This is an optimization exercise on Yosys and OpenROAD, whose aim is small area, not a production implementation.
At most, simulation tests tie the RTL to the original design; equivalence was not proved.

==> inputs of 01-15 <==
// cpu
module cpu (
  input clk, rst,
  input [15:0] in_port,
  output wire [15:0] out_port,
  output wire [17:0] imem_addr,
  input  [31:0] imem_data,
  output wire [18:0] dmem_addr,
  output wire dmem_we,
  output wire [15:0] dmem_wdata,
  input  [15:0] dmem_rdata
);
  function [32:0] radd;
    input [31:0] x, y;
    input cin;
    integer k;
    reg c;
    begin
      c = cin;
      for (k = 0; k < 32; k = k + 1) begin
        radd[k] = x[k] ^ y[k] ^ c;
        c = (x[k] & y[k]) | (c & (x[k] ^ y[k]));
      end
      radd[32] = c;
    end
  endfunction
  reg [31:0] pc;
  reg [31:1] sp_out;
  reg [15:0] regfile [0:7];
  reg [7:0] rvalid;
  reg [15:0] out_r;
  reg fz, fn, fc;
  reg halted;
  reg [4:0] bubble;           
  reg [2:0] fstate;
  reg mstate;
  reg [31:0] id_instr;
  reg id_tx, ex_tx, me_tx;
  reg [31:0] ex_instr;
  reg me_call, me_int, me_ret, me_out, me_skipM, me_push, me_pop, me_wr, me_skipW;
  reg [2:0] me_rdst;
  reg [15:0] me_rs, me_s2;
  reg wb_out;
  reg [15:0] wb_wd;
  wire bF = bubble[4], bD = bubble[3], bE = bubble[2], bM = bubble[1], bW = bubble[0];
  wire stallD, stallE, extendM, extendF, flushD, flushE, flushM;
  assign stallE = halted;
  wire dirtyW = bW;
  wire dirtyM = bM | flushM;
  wire dirtyE = bE | stallE | extendM | flushM | flushE;
  wire dirtyF = bF | stallD | stallE | extendM | flushM | flushE | flushD;
  wire keepF  = stallD | stallE | extendM | extendF;
  reg [4:0] nb, nextBubble;
  always @(*) begin
    if (flushM) nb = {4'b1111, bW};
    else if (flushE) nb = {3'b111, bM, bW};
    else if (flushD) nb = {2'b11, bE, bM, bW};
    else nb = bubble;
    if (extendM) nextBubble = {nb[4:1], 1'b1};
    else if (stallE) nextBubble = {nb[4:2], 1'b1, nb[1]};
    else if (stallD) nextBubble = {nb[4:3], 1'b1, nb[2:1]};
    else if (extendF) nextBubble = {nb[4], 1'b1, nb[3:1]};
    else nextBubble = {1'b0, nb[4:1]};
  end
  always @(posedge clk or negedge rst)
    if (!rst) bubble <= 5'b11111;
    else bubble <= nextBubble;
  wire [6:0] id_op = id_instr[31:25];
  wire [2:0] id_rs1 = id_instr[21:19], id_rs2 = id_instr[18:16];
  wire [6:0] ex_op = ex_instr[31:25];
  wire [2:0] ex_rdst = ex_instr[24:22], ex_rs1 = ex_instr[21:19], ex_rs2 = ex_instr[18:16];
  wire [15:0] ex_imm = ex_instr[15:0];
  reg [21:0] code;
  ...
Settings: LEC_CHECK=0, CAP_MARGIN=20, CORE_MARGIN=2, CORE_UTILIZATION=40, CTS_BUF_LIST=sky130_fd_sc_hd__clkbuf_4, SLEW_MARGIN=20; clock period 10.0 ns.
standard.sh (not shown) runs the stock make flow with config.mk's settings and CLKGATE_MAP_FILE= SYNTH_SCRIPT=/design/flow/synth_recipe.tcl, a recipe that flattens the netlist after the stock synthesis.
==> flow/flow/run.sh <==
#!/bin/bash
# The standard layout (standard.sh: standard synthesis, floorplan,
# placement, CTS, routing), with one change: the port buffers that
# buffer_ports inserts use the smallest buffer cell (buf_1) instead of the
# resizer's default pick (clkdlybuf4s50_1). Every port still gets its buffer;
# repair_design resizes any that need more drive.
export BUFFER_PORTS_ARGS="-buffer_cell sky130_fd_sc_hd__buf_1"
bash standard.sh > standard.log 2>&1
==> inputs of 07-05, as changes to 01-15 <==
--- a/flow/design.v
+++ b/flow/design.v
@@ -33,11 +33,11 @@
   reg halted;
   reg [4:0] bubble;           
   reg [2:0] fstate;
   reg mstate;
   reg [31:0] id_instr;
-  reg id_tx, ex_tx, me_tx;
+  reg id_tx, ex_tx, me_tx, wb_tx;
   reg [31:0] ex_instr;
   reg me_call, me_int, me_ret, me_out, me_skipM, me_push, me_pop, me_wr, me_skipW;
   reg [2:0] me_rdst;
   reg [15:0] me_rs, me_s2;
   reg wb_out;
@@ -131,11 +131,11 @@
   end
   wire [15:0] a = s1;
   wire [15:0] b = ex_imm2 ? ex_imm : s2;
   wire do_sub = (ex_func == 3'b001);
   wire do_inc = (ex_func == 3'b010);
-  wire [15:0] addb = (do_inc || ex_skipE) ? 16'd0 : (do_sub ? ~b : b);
+  wire [15:0] addb = (do_inc || ex_skipE) ? {14'd0, ex_int, ex_int} : (do_sub ? ~b : b);
   wire [16:0] sum = {1'b0, a} + {1'b0, addb} + {16'd0, do_sub | do_inc};
   reg [15:0] r;
   reg co;
   always @(*) begin
     case (ex_func)
@@ -232,11 +232,27 @@
   wire callJ = !bM && mstate && me_call;
   wire extM = !bM && !mstate && mcont;
   wire [16:0] isel = ({17{jumpF}} & {ex_tx, ex_imm}) | ({17{callJ}} & {me_tx, me_rs}) |
                      ({17{extM}} & 17'h1FFFE);
   wire pcin = !(jumpF || callJ || extM);
-  wire [29:0] pcA = pc[31:2] + {{13{isel[16]}}, isel} + {29'd0, pcin};
+  wire [9:0] lo9 = {1'b0, pc[10:2]} + {1'b0, isel[8:0]} + {9'd0, pcin};
+  wire [8:0] up0 = {1'b0, pc[18:11]} + {1'b0, isel[16:9]};
+  wire [8:0] up1 = {1'b0, pc[18:11]} + {1'b0, isel[16:9]} + 9'd1;
+  wire [8:0] up = lo9[9] ? up1 : up0;
+  wire [17:0] pcLo = {up, lo9[8:0]};
+  wire hi_en = pcLo[17] ^ isel[16];
+  reg [12:0] pcHi;
+  reg hc;
+  integer h;
+  always @(*) begin
+    hc = hi_en;
+    for (h = 0; h < 13; h = h + 1) begin
+      pcHi[h] = pc[19 + h] ^ hc;
+      hc = hc & (pc[19 + h] ^ isel[16]);
+    end
+  end
+  wire [29:0] pcA = {pcHi, pcLo[16:0]};
   wire [15:0] me_wd = (me_skipM || me_int) ? me_rs : dmem_rdata;
   wire rf_we = !dirtyM && !me_skipW;
   wire [15:0] pcm8_lo = {pcA[13:0], pc[1:0]};
   assign dmem_we = !dirtyM && !me_skipM && me_wr;
   assign dmem_addr = me_stk ? spv[19:1] : me_rs[15:1];
@@ -267,12 +283,11 @@
   end
   assign extendF = fetch;
   always @(posedge clk or negedge rst)
     if (!rst) fstate <= 3'b000;
     else fstate <= nfstate;
-  wire [32:0] iaddr_w = radd({16'd0, wb_wd}, 32'd3, 1'b0);
-  wire [17:0] iaddr_int = iaddr_w[17:0];
+  wire [17:0] iaddr_int = {1'b0, wb_tx, wb_wd};    
   reg [17:0] iaddr;
   always @(*) begin
     if (fetch)
       case (fetchSrc)
         2'b00: iaddr = 18'd0;
@@ -304,18 +319,19 @@
   always @(posedge clk) begin
     if (!extendM) begin
       {me_call, me_int, me_ret, me_out, me_skipM, me_push, me_pop, me_wr, me_skipW} <=
         {ex_call, ex_int, ex_ret, ex_out, ex_skipM, ex_push, ex_pop, ex_wr, ex_skipW};
       me_rs <= r;
-      me_tx <= ex_tx;
+      me_tx <= ex_int ? sum[16] : ex_tx;
     end
     me_rdst <= ex_rdst;
     me_s2 <= extendM ? pcA[29:14] : s2;
   end
   always @(posedge clk) begin
     wb_out <= me_out;
     wb_wd <= me_wd;
+    wb_tx <= me_tx;
   end
   always @(posedge clk)
     if (rf_we)
       regfile[me_rdst] <= me_wd;
   always @(posedge clk or negedge rst)
==> flow/flow/run.sh (replaced) <==
#!/bin/bash
# The standard layout (standard.sh: standard synthesis, floorplan,
# placement, CTS, routing), with two changes:
#  - the port buffers that buffer_ports inserts use the smallest buffer cell
#    (buf_1) instead of the resizer's default pick (clkdlybuf4s50_1); every
#    port still gets its buffer, and repair_design resizes any that need it;
#  - clock tree: clkbuf_16 buffers, sink clusters of up to 24 flip-flops within
#    100 um, no dummy loads.
export BUFFER_PORTS_ARGS="-buffer_cell sky130_fd_sc_hd__buf_1"
export CTS_ARGS="-sink_clustering_enable -repair_clock_nets -dont_use_dummy_load -buf_list sky130_fd_sc_hd__clkbuf_16 -sink_clustering_size 24 -sink_clustering_max_diameter 100"
bash standard.sh > standard.log 2>&1
- ABC_AREA: not set -> 1
- CAP_MARGIN: 20 -> 10
- SLEW_MARGIN: 20 -> 10
==> inputs of 01-06, as changes to 01-15 <==
--- a/flow/design.v
+++ b/flow/design.v
@@ -1,6 +1,5 @@
-`default_nettype none
 module cpu (
   input clk, rst,
   input [15:0] in_port,
   output wire [15:0] out_port,
   output wire [17:0] imem_addr,
@@ -38,11 +37,12 @@
   reg id_tx, ex_tx, me_tx;
   reg [31:0] ex_instr;
   reg me_call, me_int, me_ret, me_out, me_skipM, me_push, me_pop, me_wr, me_skipW;
   reg [2:0] me_rdst;
   reg [15:0] me_rs, me_s2;
-  reg wb_out;
+  reg wb_out, wb_skipW;
+  reg [2:0] wb_rdst;
   reg [15:0] wb_wd;
   wire bF = bubble[4], bD = bubble[3], bE = bubble[2], bM = bubble[1], bW = bubble[0];
   wire stallD, stallE, extendM, extendF, flushD, flushE, flushM;
   assign stallE = halted;
   wire dirtyW = bW;
@@ -119,34 +119,37 @@
       rf1 = rf1 | (regfile[j] & {16{rvalid[j] && ex_rs1 == j}});
       rf2 = rf2 | (regfile[j] & {16{rvalid[j] && ex_rs2 == j}});
     end
   end
   wire me_fv = !(bM || me_skipW);
+  wire wb_fv = !(dirtyW || wb_skipW);
   reg [15:0] s1, s2;
   always @(*) begin
     if (ex_in || ex_imm1 || ex_call) s1 = ex_imm;
     else if (me_fv && ex_rs1 == me_rdst) s1 = me_rs;
+    else if (wb_fv && ex_rs1 == wb_rdst) s1 = wb_wd;
     else s1 = rf1;
     if (me_fv && ex_rs2 == me_rdst) s2 = me_rs;
+    else if (wb_fv && ex_rs2 == wb_rdst) s2 = wb_wd;
     else s2 = rf2;
   end
   wire [15:0] a = s1;
   wire [15:0] b = ex_imm2 ? ex_imm : s2;
   wire do_sub = (ex_func == 3'b001);
   wire do_inc = (ex_func == 3'b010);
-  wire [15:0] addb = (do_inc || ex_skipE) ? 16'd0 : (do_sub ? ~b : b);
+  wire [15:0] addb = do_inc ? 16'd0 : (do_sub ? ~b : b);
   wire [16:0] sum = {1'b0, a} + {1'b0, addb} + {16'd0, do_sub | do_inc};
   reg [15:0] r;
   reg co;
   always @(*) begin
     case (ex_func)
       3'b000, 3'b010: {co, r} = sum;
       3'b001: {co, r} = {!sum[16], sum[15:0]};
       3'b011: {co, r} = {a[15], a[14:0], 1'b0};
       3'b100: {co, r} = {a[0], 1'b0, a[15:1]};
-      3'b101: {co, r} = {1'b0, a & addb};    
-      3'b110: {co, r} = {1'b0, a | addb};
+      3'b101: {co, r} = {1'b0, a & b};
+      3'b110: {co, r} = {1'b0, a | b};
       default: {co, r} = {1'b0, ~a};
     endcase
   end
   wire zo = (r == 16'd0);
   wire no = r[15];
@@ -233,12 +236,10 @@
   wire extM = !bM && !mstate && mcont;
   wire [16:0] isel = ({17{jumpF}} & {ex_tx, ex_imm}) | ({17{callJ}} & {me_tx, me_rs}) |
                      ({17{extM}} & 17'h1FFFE);
   wire pcin = !(jumpF || callJ || extM);
   wire [29:0] pcA = pc[31:2] + {{13{isel[16]}}, isel} + {29'd0, pcin};
-  wire [15:0] me_wd = (me_skipM || me_int) ? me_rs : dmem_rdata;
-  wire rf_we = !dirtyM && !me_skipW;
   wire [15:0] pcm8_lo = {pcA[13:0], pc[1:0]};
   assign dmem_we = !dirtyM && !me_skipM && me_wr;
   assign dmem_addr = me_stk ? spv[19:1] : me_rs[15:1];
   assign dmem_wdata = ((me_call || me_int) && !offset) ? pcm8_lo : me_s2;
   reg fetch;
@@ -303,28 +304,29 @@
   end
   always @(posedge clk) begin
     if (!extendM) begin
       {me_call, me_int, me_ret, me_out, me_skipM, me_push, me_pop, me_wr, me_skipW} <=
         {ex_call, ex_int, ex_ret, ex_out, ex_skipM, ex_push, ex_pop, ex_wr, ex_skipW};
-      me_rs <= r;
+      me_rs <= ex_skipE ? s1 : r;
       me_tx <= ex_tx;
     end
     me_rdst <= ex_rdst;
     me_s2 <= extendM ? pcA[29:14] : s2;
   end
   always @(posedge clk) begin
     wb_out <= me_out;
-    wb_wd <= me_wd;
+    wb_skipW <= me_skipW;
+    wb_rdst <= me_rdst;
+    wb_wd <= (me_skipM || me_int) ? me_rs : dmem_rdata;
   end
   always @(posedge clk)
-    if (rf_we)
-      regfile[me_rdst] <= me_wd;
+    if (!dirtyW && !wb_skipW)
+      regfile[wb_rdst] <= wb_wd;
   always @(posedge clk or negedge rst)
     if (!rst) rvalid <= 8'd0;
-    else if (rf_we)
-      rvalid[me_rdst] <= 1'b1;
+    else if (!dirtyW && !wb_skipW)
+      rvalid[wb_rdst] <= 1'b1;
   always @(posedge clk or negedge rst)
     if (!rst) out_r <= 16'd0;
     else if (wb_out && !dirtyW) out_r <= wb_wd;
   assign out_port = out_r;
 endmodule
-`default_nettype wire
==> flow/run.sh (new file) <==
#!/bin/bash
# synth_recipe.tcl (not shown) runs the flow's synth.tcl, then flattens the netlist and writes it again
# the make line also repeats each setting of config.mk as NAME=value (left out here)
make -C /OpenROAD-flow-scripts/flow DESIGN_CONFIG=/design/flow/config.mk WORK_HOME=/design/flow/orfs CLKGATE_MAP_FILE= SYNTH_SCRIPT=/design/flow/synth_recipe.tcl finish
- CORE_UTILIZATION: 40 -> 60
- GPL_TIMING_DRIVEN: not set -> 0
removed: flow/flow/run.sh
removed: flow/standard.sh
==> results.yml <==
worst_setup_path:
  r2r_slack_ns: 3.04
  path_delay_family: "simple AND/OR/NAND/NOR gates"
  path_depth: 23
  startpoint: "me_push"
run_status:
  outcome: "complete, no violations"
power_and_ir_drop:
  power.density_nw_per_um2: 233
timing:
  hold_ws_ns: 0.325
place:
  routabilityCongestion: 0.997
the above is filed under 07-05

==> results.yml <==
worst_setup_path:
  startpoint: "me_ret"
  r2r_slack_ns: 4.00
  path_delay_family: "simple AND/OR/NAND/NOR gates"
  path_depth: 12
run_status:
  outcome: "complete, no violations"
timing:
  hold_ws_ns: 0.316
the above is filed under 01-15

==> results.yml <==
worst_setup_path:
  path_delay_family: "buffers and inverters"
  startpoint: "ex_instr[28]"
  path_depth: 17
global_route:
  antenna_found_initial: 3
power_and_ir_drop:
  power.density_nw_per_um2: 255
  seq_cell_power_mw: 2.47
run_status:
  outcome: "complete, no violations"
cts:
  numCtsBuffers: 95
place:
  routabilityCongestion: 1.07
the above is filed under 01-06

No functional check of the RTL was part of 01-06.

[re-timing with driven ports]
No port has a modelled driver above. Below, the same layouts with a new extraction and two added sets of constraints. Step 1: set_driving_cell puts a clkbuf_16 on clk and a buf_2 on each other input, an assumption about the parent block. Step 2 moves the port delays by t, midway between the first and last clock arrival at a register: inputs arrive t later, outputs are due t later. That takes back most of the time a late clock gives input paths. Three values: ideal ports, drivers, drivers and shift; two values: the first two.
| run | t, ns | setup slack, ns | worst setup path at the end | pins driven straight from the clock port |
|---|---|---|---|---|
| 01-15 | 0.892 | 2.354 / 2.300 / 3.192 | register to output | 1 |
| 07-05 | 0.594 | 1.139 / 1.082 / 1.676 | register to output | 1 |
| 01-06 | 0.843 | 1.546 / 1.491 / 2.334 | register to output | 1 |
After both steps setup and hold are still met in every run listed.
